This design comes from an exercise in tuning for small area and a short achievable clock period on the open sky130 flow, not from production work. The RTL was checked by simulation tests, not by an equivalence proof against the original design.

## design/flow/run.sh

```bash
#!/bin/bash
# synth_recipe.tcl (not shown) runs the flow's synth.tcl, then flattens the netlist and writes it again
# the make line also repeats each setting of config.mk as NAME=value (left out here)
make -C /OpenROAD-flow-scripts/flow DESIGN_CONFIG=/design/flow/config.mk WORK_HOME=/design/flow/orfs CLKGATE_MAP_FILE= SYNTH_SCRIPT=/design/flow/synth_recipe.tcl finish
```

## design/flow/config.mk

```make
export PLATFORM = sky130hd
export DESIGN_NAME = fp_mac
export DESIGN_NICKNAME = fp_mac
export VERILOG_FILES = /design/flow/design.v
export SDC_FILE = /design/flow/constraint.sdc
export NUM_CORES = 4
export LEC_CHECK = 0
export ABC_CLOCK_PERIOD_IN_PS = 12000
export CAP_MARGIN = 20
export CORE_MARGIN = 2
export CORE_UTILIZATION = 40
export PLACE_DENSITY = 0.6
export SLEW_MARGIN = 20
```

## design/flow/constraint.sdc

```tcl
create_clock -name core_clock -period 25.0 [get_ports {clk}]
set_input_delay 5.0000 -clock core_clock [delete_from_list [all_inputs] [get_ports {clk}]]
set_output_delay 5.0000 -clock core_clock [all_outputs]
set_load 0.01 [all_outputs]
```

## design/flow/design.v

```verilog
module SLZC(
input        wire      b0,
input        wire      b1,
input        wire      b2,
input        wire      b3,
output       wire	   a,
output       wire      q0,
output       wire      q1
);
assign a =  ~(b0 | b1 | b2 | b3) ;
assign q0 = ((~b3) & b2) | ((~b3) & (~b1));
assign q1 = (~b2) & (~b3);
endmodule
module MUX_6X1(
input         wire     [1:0]       z0,
input         wire     [1:0]       z1,
input         wire     [1:0]       z2,
input         wire     [1:0]       z3,
input         wire     [1:0]       z4,
input         wire     [1:0]       z5,
input         wire     [2:0]       sel,
output        reg      [1:0]       out
);
always@(*)
begin
	case(sel)
		3'b000:begin
			out = z0;
		end
		3'b001:begin
			out = z1;
		end
		3'b010:begin
			out = z2;
		end
		3'b011:begin
			out = z3;
		end
		3'b100:begin
			out = z4;
		end
		3'b101:begin
			out = z5;
		end
		default:begin
                       out = 2'b00;
                end
	endcase
end
endmodule
module MUX_2X1 #(parameter N = 8)(
input       wire       [N-1:0]       A,
input       wire       [N-1:0]       B,
input       wire                     sel,
output      reg        [N-1:0]       OUT
);
always@(*)
begin
	if(sel)
		begin
			OUT = B;
		end
	else
		begin
			OUT = A;
		end
end
endmodule
module LZCE(
input       wire       [5:0]        a,
output      reg        [2:0]        q
);
always@(*)
begin
	casex(a)
		6'b0xxxxx:begin
			q = 3'b000;
		end
		6'b10xxxx:begin
			q = 3'b001;
		end
		6'b110xxx:begin
			q = 3'b010;
		end
		6'b1110xx:begin
			q = 3'b011 ;
		end
		6'b11110x:begin
			q = 3'b100;
		end
		6'b111110:begin
			q = 3'b101;
		end
		default:begin
			q = 3'b000;	
		end	
	endcase
end
endmodule
module reduction_and(
input     wire    [5:0]   a,
output    wire            SEL_MUX_2X1_NLZ
);
assign SEL_MUX_2X1_NLZ = & a;
endmodule
module LZC(
input          wire        [23:0]      result,
output         wire        [4:0]       NUM_LEAD_ZERO           
);
wire        [5:0]        a;
wire        [2:0]        q;
wire        [1:0]        z0;
wire        [1:0]        z1;
wire        [1:0]        z2;
wire        [1:0]        z3;
wire        [1:0]        z4;
wire   	    [1:0]        z5;
wire        [1:0]        z;                     
wire                     SEL_MUX_2X1_NLZ;
reduction_and reduction_and(
.a(a),
.SEL_MUX_2X1_NLZ(SEL_MUX_2X1_NLZ)
);
LZCE LZCE(
.a(a),
.q(q)
);
MUX_2X1 #(5) MUX_2X1_NLZ(
.A({q,z}),
.B(5'd0),
.sel(SEL_MUX_2X1_NLZ),
.OUT(NUM_LEAD_ZERO)
);
MUX_6X1 MUX_6X1(
.z0(z0),
.z1(z1),
.z2(z2),
.z3(z3),
.z4(z4),
.z5(z5),
.sel(q),
.out(z)
);
SLZC SLZC_0(
.b0(result[20]),
.b1(result[21]),
.b2(result[22]),
.b3(result[23]),
.a(a[5]),
.q0(z0[0]),
.q1(z0[1])
);
SLZC SLZC_1(
.b0(result[16]),
.b1(result[17]),
.b2(result[18]),
.b3(result[19]),
.a(a[4]),
.q0(z1[0]),
.q1(z1[1])
);
SLZC SLZC_2(
.b0(result[12]),
.b1(result[13]),
.b2(result[14]),
.b3(result[15]),
.a(a[3]),
.q0(z2[0]),
.q1(z2[1])
);
SLZC SLZC_3(
.b0(result[8]),
.b1(result[9]),
.b2(result[10]),
.b3(result[11]),
.a(a[2]),
.q0(z3[0]),
.q1(z3[1])
);
SLZC SLZC_4(
.b0(result[4]),
.b1(result[5]),
.b2(result[6]),
.b3(result[7]),
.a(a[1]),
.q0(z4[0]),
.q1(z4[1])
);
SLZC SLZC_5(
.b0(result[0]),
.b1(result[1]),
.b2(result[2]),
.b3(result[3]),
.a(a[0]),
.q0(z5[0]),
.q1(z5[1])
);
endmodule
module NORM(
input          wire         [23:0]       result,
input          wire         [7:0]        exponent,
input          wire                      carry,
input          wire         [4:0]        NUM_LEAD_ZERO,   
output         reg          [23:0]       n_result,
output         reg          [7:0]        n_exponent
);
wire           [24:0]      mantissa; 
assign mantissa = {carry,result};
always@(*)
begin
	if(carry)
		begin
			n_result = mantissa >> 1;
			n_exponent = exponent + 1'b1;
		end
	else
		begin
			n_result = mantissa << NUM_LEAD_ZERO;
			n_exponent = exponent - NUM_LEAD_ZERO;
		end
end
endmodule
module pack(
input       wire                             sign,
input       wire     [22:0]                  mantissa,
input       wire     [7:0]                   exponent,
output      wire     [31:0]                  IEEE_FORMAT
);
assign IEEE_FORMAT = {sign,exponent,mantissa};
endmodule
module sign_logic(
input           wire              op,
input           wire              OP_A_S,
input           wire              OP_B_S,
input           wire              swap,
input           wire              equal,
output          reg               sign
);
always@(*)
begin
	if(equal)
		begin
			sign = (OP_A_S & op & ~OP_B_S) | (OP_A_S & ~op & OP_B_S) ;
		end
	else
		begin
			sign = (~swap & OP_A_S) | (swap & ~op & OP_B_S) | (swap & op & ~OP_B_S);                         
		end
end
endmodule
module EOP(
input          wire          sign_a, 
input          wire          sign_b,
input          wire          op,
output         wire          eop 
 );
assign eop = sign_a ^ op ^ sign_b;                    
endmodule
module ALU(
input          wire                    eop,
input          wire       [23:0]       large_m,
input          wire       [23:0]       small_m,
input          wire       [7:0]       large_ex,
input          wire       [7:0]       small_ex,
output         reg        [23:0]       result,
output         reg                     carry
);
always@(*)
begin
	case(eop)
		1'b0 : begin
			if(large_m[22:0]==0 && small_m[22:0]==0 && large_ex == 0 && small_ex == 0) begin
				{carry,result} = {1'b0,1'b0,large_m[22:0]} + {1'b0,1'b0,small_m[22:0]};
		end
		else begin
			{carry,result} = {1'b0,large_m} + {1'b0,small_m};
		end
	end
		1'b1 : begin
			if(large_m[22:0]==0 && small_m[22:0]==0 && large_ex == 0 && small_ex == 0) begin
				{carry,result} = {1'b0,1'b0,large_m[22:0]} - {1'b0,1'b0,small_m[22:0]};
		end
		else begin
			{carry,result} = {1'b0,large_m} - {1'b0,small_m};
		end
	end
	endcase
end
endmodule
module shift_right(
input     wire      [23:0]         mantissa,
input     wire      [7:0]          N_DIFF,
output    wire      [23:0]         N_mantissa         
);
assign N_mantissa = mantissa >> N_DIFF ;
endmodule
module SUB(
input      wire       [7:0]         exponent_A,
input      wire       [7:0]         exponent_B,
output     wire       [7:0]         exponents_diffrence
);
assign exponents_diffrence = exponent_A - exponent_B ;
endmodule
module detect_large(
input         wire          [31:0]           A,
input         wire          [31:0]           B,
output        reg                            equal,                      
output        reg           [7:0]            s_exponent,           
output        reg           [7:0]            l_exponent,           
output        reg           [22:0]           l_mantissa,           
output        reg           [22:0]           s_mantissa,
output        reg                            swap           
);
always@(*)
begin
	if(A[30:23] > B[30:23])
		begin
			equal = 1'b0;
			l_exponent = A[30:23];
			s_exponent = B[30:23];
			l_mantissa = A[22:0];
			s_mantissa = B[22:0];
			swap = 1'b0;
		end
	else if (A[30:23] < B[30:23])
		begin
			equal = 1'b0;
			l_exponent = B[30:23];
			s_exponent = A[30:23];
			l_mantissa = B[22:0];
			s_mantissa = A[22:0] ;
			swap = 1'b1;
		end
	else
		begin
			if(A[22:0] > B[22:0]) begin
			equal = 1'b0;
			l_exponent = A[30:23];
			s_exponent = B[30:23];
			l_mantissa = A[22:0];
			s_mantissa = B[22:0] ;
			swap = 1'b0;
			end
			else if(A[22:0] < B[22:0]) begin
			equal = 1'b0;
			l_exponent = B[30:23];
			s_exponent = A[30:23];
			l_mantissa = B[22:0];
			s_mantissa = A[22:0] ;
			swap = 1'b1;
		    end
			else
			begin
			equal = 1'b1;
			l_exponent = A[30:23];
			s_exponent = B[30:23];
			l_mantissa = A[22:0];
			s_mantissa = B[22:0] ;
			swap = 1'b0;
			end
		end
end
endmodule
module ADDER(
input         wire         [31:0]        OP_A,  
input         wire         [31:0]        OP_B,
input         wire                       OP,
output        wire         [31:0]        IEEE_FORMAT
);
wire                           eop;
wire             [23:0]        result;
wire             [7:0]         DIFF;
wire             [23:0]        sr_mantissa;
wire             [4:0]         NUM_LEAD_ZERO;
wire                           sign;
wire             [7:0]         n_exponent;
wire             [23:0]        n_result;
wire                           carry;
wire           [7:0]            cal_exponent;
wire                     	    equal;                 
wire           [7:0]            s_exponent;           
wire           [7:0]            l_exponent;           
wire           [22:0]           l_mantissa;           
wire           [22:0]           s_mantissa;  
wire                            swap;  
wire                            sel_OUT;      
detect_large detect_large(
.A(OP_A),
.B(OP_B),
.equal(equal),                   
.s_exponent(s_exponent),           
.l_exponent(l_exponent),           
.l_mantissa(l_mantissa),           
.s_mantissa(s_mantissa),
.swap(swap)           
);
SUB SUB(
.exponent_A(l_exponent),
.exponent_B(s_exponent),
.exponents_diffrence(DIFF)
);
shift_right shift_right(
.mantissa({1'b1,s_mantissa}),
.N_DIFF(DIFF),
.N_mantissa(sr_mantissa)         
);
ALU ALU(
.eop(eop),
.large_m({1'b1,l_mantissa}),
.small_m(sr_mantissa),
.large_ex(l_exponent),
.small_ex(s_exponent),
.result(result),
.carry(carry)
);
EOP EOP(
.sign_a(OP_A[31]), 
.sign_b(OP_B[31]),
.op(OP),
.eop(eop) 
 );
sign_logic sign_logic(
.op(OP),
.OP_A_S(OP_A[31]),
.OP_B_S(OP_B[31]),
.equal(equal),
.sign(sign),
.swap(swap)
);
NORM NORM(
.result(result),
.exponent(cal_exponent),
.carry(carry),
.NUM_LEAD_ZERO(NUM_LEAD_ZERO),   
.n_result(n_result),
.n_exponent(n_exponent)
);
LZC LZC(
.result(result),
.NUM_LEAD_ZERO(NUM_LEAD_ZERO)           
);
MUX_2X1 #(8) MUX_2X1_OUT(
.A(l_exponent),
.B(8'd0),
.sel(sel_OUT),
.OUT(cal_exponent)
);
assign sel_OUT = equal & eop;
pack pack(
.sign(sign),
.mantissa(n_result[22:0]),
.exponent(n_exponent),
.IEEE_FORMAT(IEEE_FORMAT)
);
endmodule
module temp_adder (
    input        wire         [31:0]          IEEE_FORMAT,
    input                                     en,
    input                                     rst,
    input                                     clk,
    output        reg         [31:0]          out,
    output        reg         [31:0]          OP_A  
);
reg [31:0] temp;
always @(posedge clk)begin
if(~en & ~rst)begin
    temp = 0;
    OP_A = temp;
end
else if (en & ~rst)begin
    temp = IEEE_FORMAT;
    OP_A = temp; 
    out = IEEE_FORMAT;  
end
else 
begin 
    out = temp;
    temp = 0;
    OP_A = 0;
end
end
endmodule
module top_adder (
    input         wire         [31:0]        OP_B,
    input                                     en,
    input                                     clk,
    input                                     rst,
    output                    [31:0]          out
);
wire [31:0]OP_A , IEEE_FORMAT;
 ADDER add(
    .OP_A               (OP_A),  
    .OP_B               (OP_B),
    .OP                 (1'b0),
    .IEEE_FORMAT        (IEEE_FORMAT)
    );
 temp_adder temp (
    .IEEE_FORMAT         (IEEE_FORMAT),
    .en                  (en),
    .rst                 (rst),
    .clk                 (clk),
    .out                 (out),
    .OP_A                (OP_A) 
    );
endmodule
module Multiplier(A, B,En, Out,Invalid_Num);
  input  [31:0] A, B;
  input         En;
  output wire [31:0] Out;
  output reg Invalid_Num;
  wire A_Sign;
  wire [7:0] A_Exponent;
  wire [23:0] A_Mantissa;
  wire B_Sign;
  wire [7:0] B_Exponent;
  wire [23:0] B_Mantissa;
  reg Result_Sign;
  reg [7:0] Result_Exponent;
  reg [47:0] Result;
  reg [22:0] Result_Mantissa;
assign A_Sign = A[31];
assign B_Sign = B[31];
assign A_Exponent = A[30:23];
assign B_Exponent = B[30:23];
assign A_Mantissa = {1'b1,A[22:0]};
assign B_Mantissa = {1'b1,B[22:0]};
always@(*)begin
     Invalid_Num = 0;
     Result = 48'd0;
     if(En)
       begin
			   if ((A_Exponent == 255 && A_Mantissa != 0) ) begin
				    Result_Sign = A_Sign;
				    Result_Exponent = A_Exponent;
				    Result_Mantissa = A_Mantissa;
            Invalid_Num = 1;
			   end else if ((B_Exponent == 255 && B_Mantissa  != 0) ) begin
				  Result_Sign = B_Sign;
				  Result_Exponent = B_Exponent;
				  Result_Mantissa = B_Mantissa;
          Invalid_Num = 1;
			   end else if ((A_Exponent == 255) || (B_Exponent == 255)) begin
				  Result_Sign = A_Sign ^ B_Sign;
				  Result_Exponent = 255;
				  Result_Mantissa = 0;
          Invalid_Num = 1;
          end
          else if (((A_Exponent == 0) && (A_Mantissa == {1'b1,23'b0})) || ((B_Exponent == 0) && (B_Mantissa == {1'b1,23'b0}) ))begin
            Result_Sign = 0;    
				    Result_Exponent = 0;
				    Result_Mantissa = 0;
				     Invalid_Num = 0;
          end else begin
          Invalid_Num = 0;
          Result_Sign = A_Sign ^ B_Sign;
          Result_Exponent = A_Exponent + B_Exponent - 8'd127;
         Result = A_Mantissa*B_Mantissa;
         if(Result[47] == 1'b1) begin
            Result = Result ;
            Result_Exponent = Result_Exponent + 1;
          end else if (Result[47]== 1'b0) begin
        	   Result = Result << 1 ; 
            Result_Exponent = Result_Exponent  ;
          end if (Result[23] && (Result[22:0] != 0))begin
            Result_Mantissa = Result[46:24]+1'b1;
          end else 
           Result_Mantissa = Result[46:24];
          end
          end
        else
          begin
            Result_Sign = 0;    
				    Result_Exponent = 0;
				    Result_Mantissa = 0;
          end
end
assign Out = {Result_Sign,Result_Exponent,Result_Mantissa};
endmodule
module fp_mac (
    input  wire        clk,
    input  wire [31:0] a,
    input  wire [31:0] b,
    input  wire        en_mult,
    input  wire        en_accuml,
    input  wire        rst_accuml,
    output wire [31:0] acc_out
);
wire [31:0] product;
Multiplier Multi (
    .A           (a),
    .B           (b),
    .En          (en_mult),
    .Out         (product),
    .Invalid_Num ()
);
top_adder adder (
    .OP_B        (product),
    .en          (en_accuml),
    .rst         (rst_accuml),
    .clk         (clk),
    .out         (acc_out)
);
endmodule
```

==> summary.txt <==
Status
  • Status: no timing/DRC/antenna violations

Yosys
  • Mapped Nets: 5,152
  • Post-synthesis compound-gate area fraction: 19.1%
  • Post-Synth Simple-Gate Area: 22.2%
  • Synth async-reset ratio: 0%
  • Netlist cell types: 110
  • Yosys reg bits: 64
  • Gate Count Post-Synth: 4,316
  • Main combinational cell family by area after synthesis: adder cells
  • Most common cell in the synthesized netlist: inv_1
  • Synth Area in Adders: 39.7%
  • Mux contribution to synthesized area: 1.74%
  • Synth top cells by count: 637 x inv_1, 512 x nand2_1, 487 x fa_1
  • Register area share after synthesis: 4.79%
  • Post-synthesis xor/xnor area fraction: 2.41%
  • EDFF count, synth: 32
  • Area of the mapped netlist: 33,400 µm²
  • Area contributors post-synth: fa_1 29%, ha_1 11%, inv_1 7.2%
  • Ys flop type: edfxtp_1
  • Top cell type's share of synthesized area: 29.2%
  • Syn_area_per_cell: 7.75 µm²
  • Synth area leader: fa_1
  • Yosys warns: 10

Final layout
  • Area occupied by multi-input gates: 29,100 µm²
  • Fill cell count: 8,202
  • Sequential cell area: 1600 µm²
  • Layout cells sized above 1: 15.3%
  • Synth-to-Final Area Change: 20.2%
  • Fin util: 48.3%
  • Fin nets: 5,548

Clock tree
  • Num CTS Buffers: 9
  • Hold buffer count at CTS: 0
  • CTS root buf: clkbuf_16
  • CTS tree: done
  • Worst-case clock buffer depth: 2
  • Clock latency on the worst-skew pair: 0.35 ns
  • Worst-path clk slew: 0.06 ns
  • CTS Sinks: 64
  • H-Tree Level Count: 3

Routing
  • Vias per inst: 5.88
  • Via count: 34,100
  • DRT antenna net count: 0
  • Total Routed Length: 138 mm
  • Residual DRC count: 0
  • Routed len/inst: 23.8 µm
  • Drt pass-1 iters: 6
  • 1st-iter DRT viols: 3,797

Die
  • Die width: 293 µm
  • Row count: 106
  • # IOs: 100
  • CORE AREA: 83,200 µm²
  • Initial core utilization: 40.2%
  • Full die area: 85,900 µm²
  • Die Ht: 293 µm

Timing
  • Slew HR: 26.6%
  • Clock Skews: 0.0124 ns
  • Fin. Hold Viols: 0
  • Fin worst setup slack: 0.585 ns
  • FMAX: 41.0 MHz
  • Fin crit share: 97.7%
  • Slew of the pin with the lowest slew margin: 1.09 ns
  • Setup violations, final: 0
  • Final Critical Period: 24.42 ns
  • Final Max Tran Viols: 0

Worst setup path
  • CP max stage cell: clkdlybuf4s50_1
  • Worst R2R Path Depth: 58
  • Crit path top cell by count: buf_4
  • WP data arrival: 24.64 ns
  • Top cell family by delay on the critical path: compound AO/OA/AOI/OAI gates
  • CP max stage delay: 0.88 ns
  • CP startpoint kind: input port
  • Critical path start-end classification: input port to flop
  • Worst-path fanout max: 36
  • Bufs and invs on worst path: 19
  • Worst endpoint required time: 25.22 ns
  • Crit. path cell count: 84
  • Worst setup EP type: flop

Global route
  • Vias in the first global route: 33,500
  • Pin count of the biggest net entering global routing: 61
  • Congestion Overflow GR: 0
  • Initial antenna violation count: 4
  • Global Route Usage Sum: 31.8%
  • First-pass GRT wire length: 209 mm

Place
  • RD Place Congestion: 1.05
  • Detail Placement HPWL: 115 mm
  • I/O Buffers: 99
  • Post-Place Setup Slack: -0.125 ns

Run
  • Max-cap viol count: 0

Min path
  • Hold crit path type: flop to flop
  • Hold-critical path depth: 1
## per-layer routing
metal / vias up / part of all wire [%] / routed length [µm] / track usage [%]
li1: 15300 / - / - / -
met1: 16700 / 45 / 62600 / 48.3
met2: 1778 / 40 / 55900 / 45.5
met3: 219 / 10 / 14500 / 5.70
met4: 0 / 3.7 / 5170 / 9.73
met5: - / 0 / 0 / 0
## registers in the layout (all words and copies together) (netlist names)
name and count:
adder.temp.out 32, adder.temp.temp 32
## kinds of logic (layout without fill, tap and decap cells)
group           after synthesis  in the layout
simple gates               1509           1509
flops                        64             64
compound gates              948            948
xor+xnor                     92             92
other cells                   0              2
fa+ha+maj                   770            770
buf+inv                     876           1277
mux                          57             57
## layout by cell type (no fill, tap or decap), drive strengths merged, types with 20 or more instances in the layout
cell / netlist / layout
a211oi: 43 / 43
a21o: 47 / 47
a21oi: 241 / 241
a22oi: 25 / 25
a31oi: 51 / 51
and2: 259 / 259
and3: 32 / 32
buf: 46 / 517
clkdlybuf4s50: 0 / 88
dfxtp: 32 / 32
edfxtp: 32 / 32
fa: 487 / 487
ha: 281 / 281
inv: 639 / 635
mux2i: 47 / 47
nand2: 512 / 512
nand2b: 20 / 20
nand3: 75 / 75
nand4: 56 / 56
nor2: 295 / 295
nor3: 84 / 84
nor4: 56 / 56
o211ai: 35 / 35
o21a: 28 / 28
o21ai: 205 / 205
o21bai: 21 / 21
o31ai: 29 / 29
or2: 21 / 21
or3: 23 / 23
or4: 20 / 20
xnor2: 64 / 64
xor2: 28 / 28
## stage by stage
stage               hold slack, ns  instances  instance area [µm²]  setup TNS (ns)
floorplan                    0.524       4316                33600               0
global placement             0.565       5749                39000         -0.0730
detailed placement           0.582       5749                39000          -0.157
CTS                          0.596       5765                39300               0
global route                 0.630       5798                40200          -0.288
finish                       0.590       5799                40200               0
## path summary, 6_finish.rpt
kind | startpoint | endpoint | slack (ns)
worst max-delay path | b[21] | adder.temp.out[13]$_DFFE_PN_ | 0.58
worst min-delay path | adder.temp.temp[31]$_SDFF_PP0_ | adder.temp.out[31]$_DFFE_PN_ | 0.59
worst max register to register | adder.temp.temp[18]$_SDFF_PP0_ | adder.temp.out[13]$_DFFE_PN_ | 12.94
worst min register to register | adder.temp.temp[31]$_SDFF_PP0_ | adder.temp.out[31]$_DFFE_PN_ | 0.59
## what timing repair did
item	CTS	global route
buffers inserted	0	28
endpoints found under the setup margin	0	61
resized for setup	0	139
## layout make-up
cell class	count	share of cell area, %
diodes	2	0.0124
clock buffers	13	0.647
clock inverters	3	0.106
inverters	641	6.02
multi-input cells	3376	72.5
flip-flops and latches	64	3.98
well taps	1080	3.36
repair buffers	620	13.4

[separate check: timing with driven ports]
No port has a modelled driver above. Below, the same layout with a new extraction and two added sets of constraints. Step 1, drivers: a clkbuf_16 drives clk and a buf_2 each remaining input, both assumed. Step 2 adds t to the input delays and takes it off the output delays; t is the mean of the earliest and latest rising clock arrival at the registers after step 1. Input paths then give back, and output paths get back, about the clock's delay inside the block. Slacks: no drivers / after step 1 / after step 2; pairs: no drivers / after step 1.
t, ns: 0.379
setup slack, ns: 0.585 / 0.555 / 0.176
slew at the worst register clock pin (ns): 0.06 / 0.06
After both steps this run still meets setup and hold. For this run, drivers alone change the setup slack by -0.030 ns; drivers and shift together by -0.409 ns.
